Source: an optimization exercise on an open RTL-to-GDS flow (aim: small area, a short achievable clock period and few clock cycles). Production flows keep margins and buffers that such runs may drop. Only simulation tests tie the RTL to the original design; equivalence was not proved. Power and IR drop assume default switching activity.

===== design/flow/run.sh =====
#!/bin/bash
# synth_recipe.tcl (not shown) runs the flow's synth.tcl, then flattens the netlist and writes it again
# the make line also repeats each setting of config.mk as NAME=value (left out here)
make -C /OpenROAD-flow-scripts/flow DESIGN_CONFIG=/design/flow/config.mk WORK_HOME=/design/flow/orfs CLKGATE_MAP_FILE= SYNTH_SCRIPT=/design/flow/synth_recipe.tcl finish

===== design/flow/design.v =====
module RISCV_multi_cycle (rst, clk, dataIN, dataOUT, MemWrite, MemRead, DATA);
  input clk, rst;
  input [63:0] dataIN;
  output [63:0] dataOUT;
  output MemWrite, MemRead;
  output [63:0] DATA;
  localparam QN = 3;
  reg [63:0] fa;           
  reg [63:0] rpc;          
  reg [31:0] q [0:QN-1];   
  reg [1:0]  qn;           
  reg [31:0] ir;           
  reg        iv;           
  reg [63:0] xpc;          
  reg [63:0] A, B;         
  reg [63:0] ma;           
  reg [63:0] sdata;        
  reg        mld, mst;     
  reg [4:0]  mrd;          
  reg        mlw;          
  reg [63:0] lr;           
  reg [4:0]  lrd;
  reg        lrv;
  reg [63:0] rf [1:31];
  reg [31:1] vld;          
  wire mcyc = mld | mst;
  assign MemWrite = mst;
  assign MemRead  = ~mst;
  assign dataOUT  = mcyc ? ma : fa;
  assign DATA     = sdata;
  reg d_op, d_ld, d_st, d_br, d_jalr, d_inv, d_useb, d_axpc;
  reg d_sum, d_slt, d_sh, d_srl, d_or, d_and, d_link, d_writes, d_uses2;
  reg [12:0] d_imm;
  wire [2:0] f3  = ir[14:12];
  wire [4:0] rd  = ir[11:7];
  wire [4:0] rs1 = ir[19:15];
  wire [4:0] rs2 = ir[24:20];
  reg jr2;
  wire [63:0] imm = {{51{d_imm[12]}}, d_imm};
  wire [63:0] ax = d_axpc ? xpc : jr2 ? {A[62:0], 1'b0} : A;
  wire [63:0] ay = ((d_useb | jr2) ? B : imm) ^ {64{d_inv}};
  wire [64:0] sum65 = {ax, 1'b1} + {ay, d_inv};    
  wire [63:0] sum = sum65[64:1];
  reg  [63:0] a_rev, sh_rev;
  wire [63:0] sh_l;
  wire sh_big = |B[63:6];
  integer k;
  always @* for (k = 0; k < 64; k = k + 1) a_rev[k] = A[63-k];
  assign sh_l = (d_srl ? a_rev : A) << B[5:0];
  always @* for (k = 0; k < 64; k = k + 1) sh_rev[k] = sh_l[63-k];
  wire [63:0] sh = sh_big ? 64'd0 : (d_srl ? sh_rev : sh_l);
  wire [63:0] link = xpc + 64'd4;
  wire [63:0] xres = ({64{d_sum}}  & sum) |
                     ({64{d_slt}}  & {63'd0, sum[63]}) |
                     ({64{d_sh}}   & sh) |
                     ({64{d_or}}   & (A | B)) |
                     ({64{d_and}}  & (A & B)) |
                     ({64{d_link}} & link);
  wire writes = d_writes;
  wire uses2  = d_uses2;
  wire is_ld  = d_ld;
  wire is_st  = d_st;
  wire is_jalr = d_jalr;
  wire is_br  = d_br;
  reg  dep;
  reg  wconf;
  wire xgo    = iv & ~dep & ~wconf;
  wire jr1    = xgo & is_jalr & ~jr2;
  wire xw     = xgo & writes & ~jr1 & (rd != 5'd0);
  wire redir  = xgo & (jr2 | (is_br & (A == B)));
  always @(posedge clk) begin
    if (rst) jr2 <= 1'b0;
    else jr2 <= jr1;
  end
  wire [63:0] ldval = mlw ? {{32{dataIN[31]}}, dataIN[31:0]} : dataIN;
  wire lw_now = mld & (mrd != 5'd0);
  wire [63:0] wd = xw ? xres : lw_now ? ldval : lr;
  reg  [31:1] wen;
  integer w;
  always @* begin
    for (w = 1; w < 32; w = w + 1)
      wen[w] = xw ? (rd == w) : lw_now ? (mrd == w) : (lrv & (lrd == w));
  end
  always @(posedge clk) begin
    for (w = 1; w < 32; w = w + 1)
      if (wen[w]) rf[w] <= wd;
  end
  always @(posedge clk) begin
    if (rst) vld <= 31'd0;
    else vld <= vld | wen;
  end
  always @(posedge clk) begin
    if (rst) lrv <= 1'b0;
    else if (xw & lw_now) begin
      lrv <= (rd != mrd);
    end else if (xw) begin
      if (lrd == rd) lrv <= 1'b0;
    end else if (lw_now) begin
      if (lrd == mrd) lrv <= 1'b0;
    end else lrv <= 1'b0;
  end
  always @(posedge clk) begin
    if (xw & lw_now) begin
      lr  <= ldval;
      lrd <= mrd;
    end
  end
  wire [31:0] lo = dataIN[31:0];
  wire [31:0] hi = dataIN[63:32];
  wire xfree  = ~iv | (xgo & ~jr1);
  wire radv_q = xfree & (qn != 2'd0);               
  wire [1:0] qrest = qn - {1'b0, radv_q};
  wire fetch  = ~mcyc & (qrest <= QN - 2);
  wire radv_i = xfree & (qn == 2'd0) & fetch;       
  wire radv   = radv_q | radv_i;
  wire [31:0] rin = (qn != 2'd0) ? q[0] : lo;
  wire [4:0]  in_rs1 = rin[19:15];
  wire [4:0]  in_rs2 = rin[24:20];
  wire in_jal  = rin[3];                            
  wire in_jalr = rin[2] & ~rin[3];                  
  wire [20:0] roffJ = {rin[31], rin[19:12], rin[20], rin[30:21], 1'b0};
  wire [20:0] roffI = {{8{rin[31]}}, rin[31:20], 1'b0};
  wire [20:0] roffB = {{8{rin[31]}}, rin[7], rin[30:25], rin[11:8], 1'b0};
  wire [21:0] rloJ = {1'b0, rpc[20:0]} + {1'b0, roffJ};
  wire [21:0] rloI = {1'b0, rpc[20:0]} + {1'b0, roffI};
  wire [21:0] rloB = {1'b0, rpc[20:0]} + {1'b0, roffB};
  wire [21:0] rlo  = rin[3] ? rloJ : rin[2] ? rloI : rloB;
  wire        rneg = rin[31];
  wire [42:0] rhip = rpc[63:21] + 43'd1;
  wire [42:0] rhim = rpc[63:21] - 43'd1;
  wire [42:0] rhi  = (rlo[21] & ~rneg) ? rhip :
                     (~rlo[21] & rneg) ? rhim : rpc[63:21];
  wire [63:0] rtgt = {rhi, rlo[20:0]};
  wire r_jx0   = n_jalr & (rf3 == 3'b000) & (in_rs1 == 5'd0);
  wire r_bsame = n_br & (rf3 == 3'b000) & (in_rs1 == in_rs2);
  wire rjump = radv & (n_jal | r_jx0 | r_bsame) & ~redir;
  wire [6:0] rop = rin[6:0];
  wire [2:0] rf3 = rin[14:12];
  wire [3:0] rfs = {rin[30], rf3};
  wire n_op   = (rop == 7'b0110011);
  wire n_opi  = (rop == 7'b0010011);
  wire n_ld   = (rop == 7'b0000011);
  wire n_st   = (rop == 7'b0100011);
  wire n_br   = (rop == 7'b1100011);
  wire n_jal  = (rop == 7'b1101111);
  wire n_jalr = (rop == 7'b1100111);
  wire nr_add = n_op & (rfs == 4'b0000);
  wire nr_sub = n_op & (rfs == 4'b1000);
  wire nr_slt = n_op & (rfs == 4'b0010);
  wire nr_sll = n_op & (rfs == 4'b0001);
  wire nr_srl = n_op & (rfs == 4'b0101);
  wire nr_or  = n_op & (rfs == 4'b0110);
  wire nr_and = n_op & ~(nr_add | nr_sub | nr_slt | nr_sll | nr_srl | nr_or);
  wire ni_add = n_opi & (rf3 == 3'b000);
  wire ni_slt = n_opi & (rf3 == 3'b010);
  wire [12:0] n_immI = {rin[31], rin[31:20]};
  wire [12:0] n_immS = {rin[31], rin[31:25], rin[11:7]};
  wire [12:0] n_offB = {rin[31], rin[7], rin[30:25], rin[11:8], 1'b0};
  wire [12:0] n_offI = {rin[31:20], 1'b0};
  wire [12:0] n_imm =
      n_br   ? ((rf3 == 3'b000) ? n_offB : 13'd0) :
      n_jalr ? ((rf3 == 3'b000) ? n_offI : 13'd0) :
      n_st   ? (((rf3 == 3'b111) | (rf3 == 3'b010)) ? n_immS : 13'd0) :
      n_ld   ? (((rf3 == 3'b011) | (rf3 == 3'b010)) ? n_immI : 13'd0) : n_immI;
  always @(posedge clk) begin
    if (radv) begin
      d_op   <= n_op;
      d_ld   <= n_ld;
      d_st   <= n_st;
      d_br   <= n_br & ~r_bsame;
      d_jalr <= n_jalr & ~r_jx0;
      d_inv  <= nr_sub | nr_slt | ni_slt;
      d_useb <= n_op;
      d_axpc <= n_br | n_jalr;
      d_sum  <= nr_add | nr_sub | ni_add;
      d_slt  <= nr_slt | ni_slt;
      d_sh   <= nr_sll | nr_srl;
      d_srl  <= nr_srl;
      d_or   <= nr_or;
      d_and  <= nr_and;
      d_link <= n_jal | n_jalr;
      d_writes <= n_op | n_opi | n_jal | n_jalr;
      d_uses2  <= n_op | n_st | n_br;
      d_imm  <= n_imm;
    end else if (jr1) begin
      d_axpc <= 1'b0;
    end
  end
  reg [63:0] rd1, rd2;
  integer r;
  always @* begin
    rd1 = 64'd0; rd2 = 64'd0;
    for (r = 1; r < 32; r = r + 1) begin
      if (in_rs1 == r && vld[r]) rd1 = rd1 | rf[r];
      if (in_rs2 == r && vld[r]) rd2 = rd2 | rf[r];
    end
  end
  wire [63:0] byp1 = (xw && rd == in_rs1) ? xres :
                     (lw_now && mrd == in_rs1) ? ldval :
                     (lrv && lrd == in_rs1) ? lr : rd1;
  wire [63:0] byp2 = (xw && rd == in_rs2) ? xres :
                     (lw_now && mrd == in_rs2) ? ldval :
                     (lrv && lrd == in_rs2) ? lr : rd2;
  reg [31:0] qs [0:QN-1];
  reg [31:0] qnx [0:QN-1];
  reg [1:0]  qnn;
  integer j;
  always @* begin
    for (j = 0; j < QN; j = j + 1) qs[j] = (radv_q && j < QN-1) ? q[j+1] : q[j];
    for (j = 0; j < QN; j = j + 1) begin
      qnx[j] = qs[j];
      if (fetch) begin
        if (radv_i) begin
          if (j == 0) qnx[j] = hi;
        end else begin
          if (j == qrest) qnx[j] = lo;
          if (j == qrest + 1) qnx[j] = hi;
        end
      end
    end
    qnn = qrest;
    if (fetch) qnn = radv_i ? 2'd1 : qrest + 2'd2;
  end
  always @(posedge clk) begin
    for (j = 0; j < QN; j = j + 1) q[j] <= qnx[j];
  end
  always @(posedge clk) begin
    if (rst) begin
      fa  <= 64'd0;
      rpc <= 64'd0;
      qn  <= 2'd0;
      iv  <= 1'b0;
    end else begin
      if (redir) begin
        fa  <= sum;
        rpc <= sum;
        qn  <= 2'd0;
        iv  <= 1'b0;
      end else begin
        if (rjump) begin
          fa  <= rtgt;
          rpc <= rtgt;
          qn  <= 2'd0;
        end else begin
          if (fetch) fa <= fa + 64'd8;
          if (radv) rpc <= rpc + 64'd4;
          qn <= qnn;
        end
        if (xfree) iv <= radv;
      end
    end
  end
  always @(posedge clk) begin
    if (rst) begin
      mld <= 1'b0;
      mst <= 1'b0;
      dep <= 1'b0;
      wconf <= 1'b0;
    end else begin
      wconf <= xgo & is_ld & (rd != 5'd0) & (n_op | n_opi | n_jal | n_jalr) &
               lw_now & lrv & (lrd != mrd) & (lrd != rd);
      dep <= xgo & is_ld & (rd != 5'd0) &
             ((rd == in_rs1) | ((n_op | n_st | n_br) & (rd == in_rs2)));
      mld <= xgo & is_ld;
      mst <= xgo & is_st;
    end
  end
  always @(posedge clk) begin
    ma    <= sum;
    sdata <= (f3 == 3'b010) ? {{32{B[31]}}, B[31:0]} : B;
    if (xgo) begin
      mrd <= rd;
      mlw <= (f3 != 3'b011);
    end
  end
  always @(posedge clk) begin
    if (radv) begin
      ir  <= rin;
      xpc <= rpc;
      A   <= byp1;
      B   <= byp2;
    end else if (jr1) begin
      B   <= sum;
    end else if (lw_now) begin
      if (mrd == rs1) A <= ldval;
      if (mrd == rs2 && uses2) B <= ldval;
    end
  end
endmodule

===== design/flow/config.mk =====
export PLATFORM = sky130hd
export DESIGN_NAME = RISCV_multi_cycle
export DESIGN_NICKNAME = RISCV_multi_cycle
export VERILOG_FILES = /design/flow/design.v
export SDC_FILE = /design/flow/constraint.sdc
export NUM_CORES = 4
export LEC_CHECK = 0
export CAP_MARGIN = 40
export CORE_MARGIN = 2
export CORE_UTILIZATION = 45
export CTS_BUF_LIST = sky130_fd_sc_hd__clkbuf_8 sky130_fd_sc_hd__clkbuf_4
export CTS_CLUSTER_SIZE = 24
export SETUP_SLACK_MARGIN = 5
export SLEW_MARGIN = 20

===== design/flow/constraint.sdc =====
create_clock -name core_clock -period 10.0 [get_ports {clk}]
set_input_delay 2.0000 -clock core_clock [delete_from_list [all_inputs] [get_ports {clk}]]
set_output_delay 2.0000 -clock core_clock [all_outputs]
set_load 0.01 [all_outputs]

==> key figures, run 1 <==
Outcome
  – Outcome: finished clean

Die
  – Die outline area: slightly above 300000 sq um
  – Starting Density: 0.4527
  – Core area: approximately 300000 sq um
  – Std-Cell Rows: 200
  – Die width: 550.7 um
  – Ports: 196
  – Die height: 550.7 um

Route
  – Final wirelength: between 800000 and 900000 um
  – Pre-antenna DRT Iters: 15
  – Vias per cell: a little under 8
  – Wire per inst: between 40 and 50 um
  – Antenna-violating nets left: 0
  – Vias: roughly 130k
  – Drt first-iter violations: 30672
  – Remaining DRCs: 0

CTS
  – Worst-Skew Late Latency: approximately 1.3 ns
  – CTS Buf Count: 445
  – Sink Count: 2690
  – H-tree lvl count: 5
  – Worst-case clock buffer depth: 4
  – CTS clk-pin slew, worst paths: 0.07 ns
  – Root Buffer: clkbuf_8
  – TritonCTS clock tree: built

Synthesis
  – Mapped Nets: approximately 12000
  – Yosys reg bits: 2690
  – Register area share after synthesis: 0.5739
  – Yosys top cell area share: 0.5203
  – Mapped cell area: 134500 sq um
  – Post-synth top flop: edfxtp_1
  – Post-Syn Instances: 11470
  – Avg Cell Area, Syn: 11.72 sq um
  – Yosys Warn Count: 5
  – Synth cell types: between 100 and 150
  – Area leader, netlist: edfxtp_1
  – Top cells by area, synth: edfxtp_1 52%, dfxtp_1 5.4%, a22oi_1 4.4%, a221oi_1 3.9%, a22o_1 3.5%
  – Number of synthesized flops with an enable pin: approximately 2300
  – Async S/R FF share, synth: 0

Power
  – Total power: 0.05996 W
  – Leak: 56.22 nW
  – Pwr dens: between 300 and 400 nW/um^2
  – VDD IR-drop max: 465.0 uV

Setup path
  – Crit-path max FO: 21
  – Crit end category: flip-flop
  – Worst setup SP type: input pin
  – CP Class: in -> reg
  – Worst R2R Setup Slack: 4.83 ns
  – CP required: roughly 11 ns
  – CP Data Arrival Time: around 6 ns

Timing
  – Fmax: 192.8 MHz
  – Worst hold slack: 0.4635 ns
  – RSZ-0062 raised after global routing: yes
  – Final hold vios: 0
  – Slew @ Worst Pin: 1.264 ns
  – Rel. slew slack: 0.1572
  – Slew Viols, Final: 0
  – Post-Route Setup TNS: 0 ns
  – Worst Skew: 0.1831 ns
  – Setup-failing EPs final: 0
  – Final cycle utilization of the critical path: 0.5187
  – Crit path time final: between 5 and 6 ns

GRT
  – First-pass GRT wire length: around 1100000 um
  – Initial antenna violation count: 77
  – Largest net degree at the start of global routing: 130
  – Gr ovfl total: 0
  – Number of global-route vias before repair: 119130
  – GRT Resource Usage Total: 0.5177

Placed design
  – DP Area: 147300 sq um
  – PortBufs: 195
  – Routability cong.: about 1.1
  – HPWL Detailed: roughly 500000 um

Finish
  – Area Growth Syn to Fin: 21.86%
  – Fraction of layout cells with a size suffix above 1: 0.2137
  – Fin nets: 12536
  – Design Area, Final: around 160000 sq um

Min path
  – Worst min-delay path category: reg -> reg

Run
  – MaxCap Viol Count: 0
## cells in the mapped netlist, drive strengths merged, types with 48 or more instances
master and number:
edfxtp 2330, nand2 800, a22oi 797, clkbuf 728
a21oi 636, nor2 601, a221oi 595, o21ai 539
a22o 535, dfxtp 360, nand4 337, nand3 274
nor3 258, inv 227, xnor2 221, ha 219
mux2i 202, buf 170, a222oi 159, mux2 140
o22ai 115, xor2 112, a21o 105, nor4 89
a211oi 82, and3 78, a31oi 66, mux4 65
a32oi 54, or3 48
## power breakdown
group,internal (W),switching (W),leakage [nW],total [W]
sequential,0.0146,0.00157,24.4,0.0162
combinational,0.0101,0.0230,26.9,0.0331
clock,0.00565,0.00500,4.94,0.0107
total,0.0304,0.0296,56.2,0.0600
## cell usage in the layout (no fill, tap or decap), types with 75 or more instances in the layout
| cell | count |
|---|---|
| clkdlybuf4s50_1 | 174 |
| dfxtp_1 | 358 |
| xnor2_1 | 192 |
| a22oi_1 | 785 |
| mux2_2 | 140 |
| a222oi_1 | 159 |
| nor2_1 | 566 |
| o22ai_1 | 82 |
| ha_1 | 174 |
| nand2_1 | 772 |
| xor2_1 | 93 |
| nor4_1 | 75 |
| a21oi_1 | 539 |
| clkbuf_8 | 469 |
| buf_6 | 105 |
| inv_1 | 211 |
| clkbuf_4 | 113 |
| diode_2 | 77 |
| nand3_1 | 266 |
| clkinv_1 | 123 |
| buf_12 | 109 |
| nor3_1 | 183 |
| o21ai_0 | 413 |
| a21o_1 | 104 |
| and3_1 | 75 |
| nand4_1 | 335 |
| a22o_1 | 534 |
| a221oi_1 | 565 |
| mux2i_1 | 182 |
| buf_4 | 663 |
| edfxtp_1 | 2330 |
## what timing repair did
item	in CTS	in global routing
hold buffers	0	0
gates cloned	22	13
pin swaps	85	161
buffers inserted	106	145
resized for setup	490	360
setup endpoints to repair	2582	1890
## critical path, cell delays in order
cell	delay [ns]
dlygate4sd2_1	0.24
buf_12	0.15
nand2_1	0.09
o21ai_4	0.57
nand2_1	0.14
nor3_2	0.21
buf_4	0.49
buf_4	0.62
a22oi_1	0.14
nand2_1	0.12
nor3_1	0.06
buf_2	0.18
a31oi_1	0.31
mux2i_1	0.23
mux2_2	0.37
o21ai_1	0.12
## stage by stage
stage               utilization  worst slack, ns  cells
floorplan                     -            3.460  11470
global placement         0.4887            2.297  15285
detailed placement       0.4960            2.532  15436
CTS                      0.5397            4.841  16390
global route             0.5511            4.842  16576
finish                   0.5517            4.813  16645
## area by class of cell
cell class	count	area, sq um
antenna	77	192.7
fill	24864	133200
clock inverter	248	2171
inverter	229	888.4
tap	3939	4928
clock buffer	578	7267
sequential	2690	77180
multi-input combinational	7664	58280
timing repair buffer	1220	12960
## layer usage
| layer | global-route usage | part of all wire |
|---|---|---|
| met1 | 0.6094 | 0.32 |
| met2 | 0.7114 | 0.39 |
| met3 | 0.2279 | 0.17 |
| met4 | 0.4624 | 0.12 |
| met5 | 0 | 0.00081 |
## worst paths after layout
check / start / end / cells past startpoint
worst min register to register: rpc[0] / xpc[0] / 0
worst min-delay path: rpc[0] / xpc[0] / 0
worst max-delay path: dataIN[20] / B[56] / 16
worst max register to register: B[1] / rf[23][13] / 13
## state kept, by name (all words and copies together), names as in the netlist, 2 cells and up
name,cells
ma,64
d_imm,13
sdata,64
xpc,64
lr,64
fa,64
vld,31
B,64
qn,2
lrd,5
rpc,64
A,64
ir,18
rf,1984
q,96
mrd,5
## cells by family (layout without fill, tap and decap cells)
group	after synthesis	after routing	synth area share
AOI/OAI and AO/OA	3994	4003	0.2164
xor gates and xnor gates	333	333	0.02169
muxes	407	407	0.03764
buffers and inverters	1127	2275	0.03203
other	0	77	0
DFF	2690	2690	0.5739
adders and majority gates	220	220	0.02052
and+or+nand+nor	2699	2701	0.09788
Testbench counts, summed over its fixed seeds: cycles 58,786.
==> inputs of run 2 (changes only) <==
--- a/design/flow/design.v
+++ b/design/flow/design.v
@@ -11,7 +11,6 @@
   reg [1:0]  qn;           
   reg [31:0] ir;           
   reg        iv;           
-  reg [63:0] xpc;          
   reg [63:0] A, B;         
   reg [63:0] ma;           
   reg [63:0] sdata;        
@@ -29,15 +28,15 @@
   assign dataOUT  = mcyc ? ma : fa;
   assign DATA     = sdata;
   reg d_op, d_ld, d_st, d_br, d_jalr, d_inv, d_useb, d_axpc;
-  reg d_sum, d_slt, d_sh, d_srl, d_or, d_and, d_link, d_writes, d_uses2;
-  reg [12:0] d_imm;
+  reg d_sum, d_slt, d_sh, d_srl, d_or, d_and, d_link, d_blink, d_writes, d_uses2;
+  reg [13:0] d_imm;
   wire [2:0] f3  = ir[14:12];
   wire [4:0] rd  = ir[11:7];
   wire [4:0] rs1 = ir[19:15];
   wire [4:0] rs2 = ir[24:20];
   reg jr2;
-  wire [63:0] imm = {{51{d_imm[12]}}, d_imm};
-  wire [63:0] ax = d_axpc ? xpc : jr2 ? {A[62:0], 1'b0} : A;
+  wire [63:0] imm = {{50{d_imm[13]}}, d_imm};
+  wire [63:0] ax = d_axpc ? rpc : jr2 ? {A[62:0], 1'b0} : A;
   wire [63:0] ay = ((d_useb | jr2) ? B : imm) ^ {64{d_inv}};
   wire [64:0] sum65 = {ax, 1'b1} + {ay, d_inv};    
   wire [63:0] sum = sum65[64:1];
@@ -49,7 +48,7 @@
   assign sh_l = (d_srl ? a_rev : A) << B[5:0];
   always @* for (k = 0; k < 64; k = k + 1) sh_rev[k] = sh_l[63-k];
   wire [63:0] sh = sh_big ? 64'd0 : (d_srl ? sh_rev : sh_l);
-  wire [63:0] link = xpc + 64'd4;
+  wire [63:0] link = d_blink ? B : rpc;
   wire [63:0] xres = ({64{d_sum}}  & sum) |
                      ({64{d_slt}}  & {63'd0, sum[63]}) |
                      ({64{d_sh}}   & sh) |
@@ -63,8 +62,7 @@
   wire is_jalr = d_jalr;
   wire is_br  = d_br;
   reg  dep;
-  reg  wconf;
-  wire xgo    = iv & ~dep & ~wconf;
+  wire xgo    = iv & ~dep;
   wire jr1    = xgo & is_jalr & ~jr2;
   wire xw     = xgo & writes & ~jr1 & (rd != 5'd0);
   wire redir  = xgo & (jr2 | (is_br & (A == B)));
@@ -118,22 +116,29 @@
   wire [4:0]  in_rs2 = rin[24:20];
   wire in_jal  = rin[3];                            
   wire in_jalr = rin[2] & ~rin[3];                  
-  wire [20:0] roffJ = {rin[31], rin[19:12], rin[20], rin[30:21], 1'b0};
-  wire [20:0] roffI = {{8{rin[31]}}, rin[31:20], 1'b0};
-  wire [20:0] roffB = {{8{rin[31]}}, rin[7], rin[30:25], rin[11:8], 1'b0};
-  wire [21:0] rloJ = {1'b0, rpc[20:0]} + {1'b0, roffJ};
-  wire [21:0] rloI = {1'b0, rpc[20:0]} + {1'b0, roffI};
-  wire [21:0] rloB = {1'b0, rpc[20:0]} + {1'b0, roffB};
-  wire [21:0] rlo  = rin[3] ? rloJ : rin[2] ? rloI : rloB;
+  function [21:0] jlo(input [31:0] w, input [20:0] p);
+    reg [21:0] sj, si, sb;
+    begin
+      sj = {1'b0, p} + {1'b0, w[31], w[19:12], w[20], w[30:21], 1'b0};
+      si = {1'b0, p} + {1'b0, {8{w[31]}}, w[31:20], 1'b0};
+      sb = {1'b0, p} + {1'b0, {8{w[31]}}, w[7], w[30:25], w[11:8], 1'b0};
+      jlo = w[3] ? sj : w[2] ? si : sb;
+    end
+  endfunction
+  wire [21:0] rlo_q = jlo(q[0], rpc[20:0]);
+  wire [21:0] rlo_i = jlo(lo, rpc[20:0]);
+  wire [21:0] rlo   = (qn != 2'd0) ? rlo_q : rlo_i;
   wire        rneg = rin[31];
   wire [42:0] rhip = rpc[63:21] + 43'd1;
   wire [42:0] rhim = rpc[63:21] - 43'd1;
   wire [42:0] rhi  = (rlo[21] & ~rneg) ? rhip :
                      (~rlo[21] & rneg) ? rhim : rpc[63:21];
   wire [63:0] rtgt = {rhi, rlo[20:0]};
+  wire [63:0] rpc4 = rpc + 64'd4;
   wire r_jx0   = n_jalr & (rf3 == 3'b000) & (in_rs1 == 5'd0);
   wire r_bsame = n_br & (rf3 == 3'b000) & (in_rs1 == in_rs2);
-  wire rjump = radv & (n_jal | r_jx0 | r_bsame) & ~redir;
+  wire rjkind = n_jal | r_jx0 | r_bsame;
+  wire rjump = radv & rjkind & ~redir;
   wire [6:0] rop = rin[6:0];
   wire [2:0] rf3 = rin[14:12];
   wire [3:0] rfs = {rin[30], rf3};
@@ -157,11 +162,13 @@
   wire [12:0] n_immS = {rin[31], rin[31:25], rin[11:7]};
   wire [12:0] n_offB = {rin[31], rin[7], rin[30:25], rin[11:8], 1'b0};
   wire [12:0] n_offI = {rin[31:20], 1'b0};
-  wire [12:0] n_imm =
-      n_br   ? ((rf3 == 3'b000) ? n_offB : 13'd0) :
-      n_jalr ? ((rf3 == 3'b000) ? n_offI : 13'd0) :
-      n_st   ? (((rf3 == 3'b111) | (rf3 == 3'b010)) ? n_immS : 13'd0) :
-      n_ld   ? (((rf3 == 3'b011) | (rf3 == 3'b010)) ? n_immI : 13'd0) : n_immI;
+  wire [13:0] n_offB4 = (rf3 == 3'b000) ? ({n_offB[12], n_offB} - 14'd4) : -14'sd4;
+  wire [13:0] n_offI4 = (rf3 == 3'b000) ? ({n_offI[12], n_offI} - 14'd4) : -14'sd4;
+  wire [13:0] n_imm =
+      n_br   ? n_offB4 :
+      n_jalr ? n_offI4 :
+      {n_immI[12], (n_st ? (((rf3 == 3'b111) | (rf3 == 3'b010)) ? n_immS : 13'd0) :
+                    n_ld ? (((rf3 == 3'b011) | (rf3 == 3'b010)) ? n_immI : 13'd0) : n_immI)};
   always @(posedge clk) begin
     if (radv) begin
       d_op   <= n_op;
@@ -179,6 +186,7 @@
       d_or   <= nr_or;
       d_and  <= nr_and;
       d_link <= n_jal | n_jalr;
+      d_blink <= rjkind;
       d_writes <= n_op | n_opi | n_jal | n_jalr;
       d_uses2  <= n_op | n_st | n_br;
       d_imm  <= n_imm;
@@ -243,7 +251,7 @@
           qn  <= 2'd0;
         end else begin
           if (fetch) fa <= fa + 64'd8;
-          if (radv) rpc <= rpc + 64'd4;
+          if (radv) rpc <= rpc4;
           qn <= qnn;
         end
         if (xfree) iv <= radv;
@@ -255,10 +263,7 @@
       mld <= 1'b0;
       mst <= 1'b0;
       dep <= 1'b0;
-      wconf <= 1'b0;
     end else begin
-      wconf <= xgo & is_ld & (rd != 5'd0) & (n_op | n_opi | n_jal | n_jalr) &
-               lw_now & lrv & (lrd != mrd) & (lrd != rd);
       dep <= xgo & is_ld & (rd != 5'd0) &
              ((rd == in_rs1) | ((n_op | n_st | n_br) & (rd == in_rs2)));
       mld <= xgo & is_ld;
@@ -276,9 +281,8 @@
   always @(posedge clk) begin
     if (radv) begin
       ir  <= rin;
-      xpc <= rpc;
       A   <= byp1;
-      B   <= byp2;
+      B   <= rjkind ? rpc4 : byp2;
     end else if (jr1) begin
       B   <= sum;
     end else if (lw_now) begin
--- a/design/flow/config.mk
+++ b/design/flow/config.mk
@@ -7,8 +7,9 @@
 export LEC_CHECK = 0
 export CAP_MARGIN = 40
 export CORE_MARGIN = 2
-export CORE_UTILIZATION = 45
+export CORE_UTILIZATION = 35
 export CTS_BUF_LIST = sky130_fd_sc_hd__clkbuf_8 sky130_fd_sc_hd__clkbuf_4
 export CTS_CLUSTER_SIZE = 24
 export SETUP_SLACK_MARGIN = 5
 export SLEW_MARGIN = 20
+export TNS_END_PERCENT = 10
==> run 2 against run 1 <==
Total power is 2.6% lower. Synthesized cell count is 2.7% higher. Clock power is 6% lower. Cell count is 9.4% higher. Critical path type is now reg -> reg. Critical endpoint is now rf[16][39]. Largest cell class unchanged.
==> key figures, run 2 <==
Min path
  – Hold path startpoint: vld[2]
  – Worst min-delay path category: reg -> reg
  – Hold path cells: 2 (+2)
  – End of the worst hold path: vld[2]

Timing
  – Worst Skew: 0.1439 ns (-0.03913 ns)
  – Setup-failing EPs final: 0 (unchanged)
  – RSZ-0062 raised after global routing: yes
  – Slew @ Worst Pin: 1.450 ns (+0.1859 ns)
  – Final hold vios: 0 (unchanged)
  – Slew Viols, Final: 0 (unchanged)
  – Fmax: 187.5 MHz (-2.8%)
  – Crit path time final: 5.335 ns (+0.1480 ns)
  – Final cycle utilization of the critical path: 0.5335 (+0.01480)
  – Post-Route Setup TNS: 0 ns (unchanged)
  – Rel. slew slack: 0.03323 (-0.1239)

Setup path
  – FF-to-FF End: rf[16][39]
  – Reg2Reg Depth: 17 (+4)
  – Worst setup SP type: flip-flop
  – Worst R2R Setup Slack: 4.67 ns (-0.16 ns)
  – CP Class: reg -> reg
  – Crit end category: flip-flop
  – Origin of the critical flop-to-flop path: jr2
  – CP required: 10.85 ns (-0.11 ns)
  – CP Data Arrival Time: 6.18 ns (+0.03 ns)
  – Crit-path max FO: 31 (+48%)

GRT
  – First-pass GRT wire length: 1092000 um (+2.6%)
  – Number of global-route vias before repair: 119557 (+0.36%)
  – Largest net degree at the start of global routing: 130 (unchanged)
  – Initial antenna violation count: 107 (+39%)
  – GRT Resource Usage Total: 0.4078 (-0.1099)
  – Gr ovfl total: 0 (unchanged)

Synthesis
  – Post-Syn Instances: 11784 (+2.7%)
  – Avg Cell Area, Syn: 11.51 sq um (-1.8%)
  – Post-synth top flop: edfxtp_1
  – Register area share after synthesis: 0.5551 (-0.01874)
  – Yosys reg bits: 2627 (-2.3%)
  – Async S/R FF share, synth: 0 (unchanged)
  – Commonest cells in the netlist: 2268 x edfxtp_1, 784 x nand2_1, 763 x clkbuf_1
  – Mapped cell area: 135600 sq um (+0.86%)
  – Synth cell types: 98 (-3.9%)
  – Top cells by area, synth: edfxtp_1 50%, dfxtp_1 5.3%, a22oi_1 4.0%, a221oi_1 4.0%, a22o_1 3.6%
  – Number of synthesized flops with an enable pin: 2268 (-2.7%)
  – Count leader, synth: edfxtp_1
  – Yosys top cell area share: 0.5021 (-0.01814)
  – Area leader, netlist: edfxtp_1
  – Mapped Nets: 12071 (+2.7%)
  – Yosys Warn Count: 5 (unchanged)

Finish
  – Area of the multi-input gates: 58930 sq um (+1.1%)
  – Area Growth Syn to Fin: 20.86%
  – Largest registers: rf x1984, q x96
  – Largest reg by FF count: rf
  – Largest register FFs: 1984 (unchanged)
  – Filler cell count: 36179 (+46%)
  – FF/Latch Area: 75300 sq um (-2.4%)
  – Fin cells: 18209 (+9.4%)
  – Most frequent cells in the layout: 2268 x edfxtp_1, 786 x buf_4, 768 x nand2_1, 726 x a22oi_1, 628 x nor2_1
  – Fraction of layout cells with a size suffix above 1: 0.2029 (-0.01085)
  – Design Area, Final: 163900 sq um (about the same)
  – Most common cell after layout, fill and taps aside: edfxtp_1
  – Fin nets: 12841 (+2.4%)

Die
  – Die outline area: 392500 sq um (+29%)
  – Starting Density: 0.3517 (-0.1011)
  – Core area: 385700 sq um (+30%)
  – Ports: 196 (unchanged)
  – Std-Cell Rows: 228 (+14%)
  – Die width: 626.5 um (+14%)
  – Die height: 626.5 um (+14%)

Route
  – Drt first-iter violations: 30234 (-1.4%)
  – Wire per inst: 46.68 um (-5.4%)
  – Antenna-violating nets left: 0 (unchanged)
  – Final wirelength: 849900 um (+3.4%)
  – Remaining DRCs: 0 (unchanged)
  – Vias: 135029 (+2.3%)
  – Vias per cell: 7.416 (-6.5%)
  – Pre-antenna DRT Iters: 14 (-1)

Placed design
  – DP Area: 149600 sq um (+1.6%)
  – PortBufs: 195 (unchanged)
  – Placed cells: 17020 (+10%)
  – HPWL Detailed: 524000 um (+5.6%)
  – Routability cong.: 1.103 (+3.2%)

Power
  – Switch share: 0.4980 (+0.004860)
  – Psw: 0.02907 W (-1.7%)
  – Power share of the clock group: 0.174 (-0.004)
  – Combinational share of power: 0.550 (-0.002)
  – Internal power: 0.02931 W (-3.6%)
  – Pwr dens: 356.1 nW/um^2 (-2.7%)
  – Leak: 56.19 nW (about the same)
  – VDD IR-drop max: 553.5 uV (+19%)
  – Reg power frac: 0.276 (+0.006)

CTS
  – CTS Buf Count: 439 (-1.3%)
  – TritonCTS clock tree: built
  – Sink Count: 2627 (-2.3%)
  – CTS clk-pin slew, worst paths: 0.07 ns (about the same)
  – Root Buffer: clkbuf_8
  – H-tree lvl count: 5 (unchanged)
  – Worst-case clock buffer depth: 4 (unchanged)
  – Worst-Skew Late Latency: 1.24 ns (about the same)

Outcome
  – Outcome: finished clean

Run
  – MaxCap Viol Count: 0 (unchanged)
-- run 2: critical path, cell delays in order, from the launching register on --
cell and delay (ns):
dfxtp_4 0.47, or2_4 0.29, buf_4 0.19, mux2i_1 0.23, xnor2_1 0.09, ha_1 0.39, a21oi_1 0.54, o21a_1 0.29
nor3_4 0.05, nor2_1 0.16, o221ai_1 0.16, buf_4 0.21, a31oi_2 0.41, mux2i_1 0.57, o211ai_1 0.39, nand2_1 0.18
o21ai_2 0.07, buf_4 0.26
-- run 2: layout make-up --
type	count	area share
Clock buffer	583	0.04422
Multi-Input combinational cell	7932	0.3595
Inverter	255	0.006053
Timing Repair Buffer	1299	0.07969
Clock inverter	224	0.009946
Tap cell	5175	0.03950
Antenna cell	114	0.001740
Sequential cell	2627	0.4594
-- run 2: kinds of logic (layout without fill, tap and decap cells) --
group	Yosys count	count (layout)	share of synthesized area
AO/OA/AOI/OAI	4111	4115	0.2210
flip-flops	2627	2627	0.5551
multiplexers	515	515	0.04641
adder cells (fa/ha/maj)	221	221	0.02044
buffers and inverters	1233	2361	0.03510
AND/OR/NAND/NOR	2723	2727	0.09904
XOR/XNOR	354	354	0.02292
other	0	114	0
-- run 2: how the worst max path moves through the flow --
| stage | slack (ns) | from | endpoint |
|---|---|---|---|
| 5_1_grt | 4.75 | jr2 | rf[21][60] |
| 3_5_place_dp | 2.48 | dataIN[20] | B[58] |
| 4_1_cts | 4.76 | dataIN[21] | B[58] |
| 6_report | 4.67 | jr2 | rf[16][39] |
| 2_1_floorplan | 3.06 | dep | rf[27][0] |
| 3_3_place_gp | 2.11 | dataIN[3] | fa[62] |
-- run 2: timing repair --
item	CTS	global route
cloned	9	27
gates resized for setup	246	334
pin swaps	39	88
endpoints found under the hold margin	0	0
setup endpoints to repair	2397	2002
hold buffers	0	0
buffers inserted	79	120
-- run 2: power groups by stage --
stage          Sequential (W)  Combinational (W)  Clock, W
2_1_floorplan          0.0159             0.0126         0
3_3_place_gp           0.0164             0.0272         0
5_1_grt                0.0162             0.0319    0.0105
6_report               0.0161             0.0321    0.0101
3_5_place_dp           0.0163             0.0277         0
4_1_cts                0.0160             0.0288    0.0101
-- run 2: per-stage QoR --
step / worst slack (ns) / hold WS (ns) / power, W / utilization
2_1_floorplan: 3.060 / 0.3686 / 0.02849 / -
3_3_place_gp: 2.110 / 0.4464 / 0.04354 / 0.3835
3_5_place_dp: 2.481 / 0.4475 / 0.04397 / 0.3879
4_1_cts: 4.756 / 0.4721 / 0.05488 / 0.4160
5_1_grt: 4.754 / 0.4964 / 0.05860 / 0.4244
6_report: 4.665 / 0.4779 / 0.05838 / 0.4250
-- run 2: per-layer routing --
layer,track usage,share of wire,vias up
li1,-,-,49326
met1,0.4768,0.33,65550
met2,0.5689,0.40,15430
met3,0.1824,0.17,4689
met4,0.3424,0.11,34
met5,0.002099,0.00032,-
Testbench counts of run 2, summed over its fixed seeds: cycles 58,786.

[afterwards: timing with drivers on the ports]
In the flow no input, the clock included, has a driving cell. The finished layouts below were timed again as built, in two steps. Step 1 sets driving cells, clkbuf_16 on the clock port and buf_2 on the other inputs (assumed; they add their load-dependent delay and slew). Step 2 also shifts input and output timing later by t, the mid clock arrival at the registers, as if the neighbouring blocks saw the same clock. a / b / c = ideal / step 1 / step 2; a / b = the first two.
run | t, ns | slack for setup (ns) | hold WS [ns]
run 1 | 1.263 | 4.813 / 4.779 / 3.516 | 0.464 / 0.464 / 0.464
run 2 | 1.276 | 4.665 / 4.665 / 3.535 | 0.478 / 0.478 / 0.478
After both steps every run listed still meets setup and hold. For run 1, which loses most, drivers alone change the setup slack by -0.034 ns; drivers and shift together by -1.297 ns.
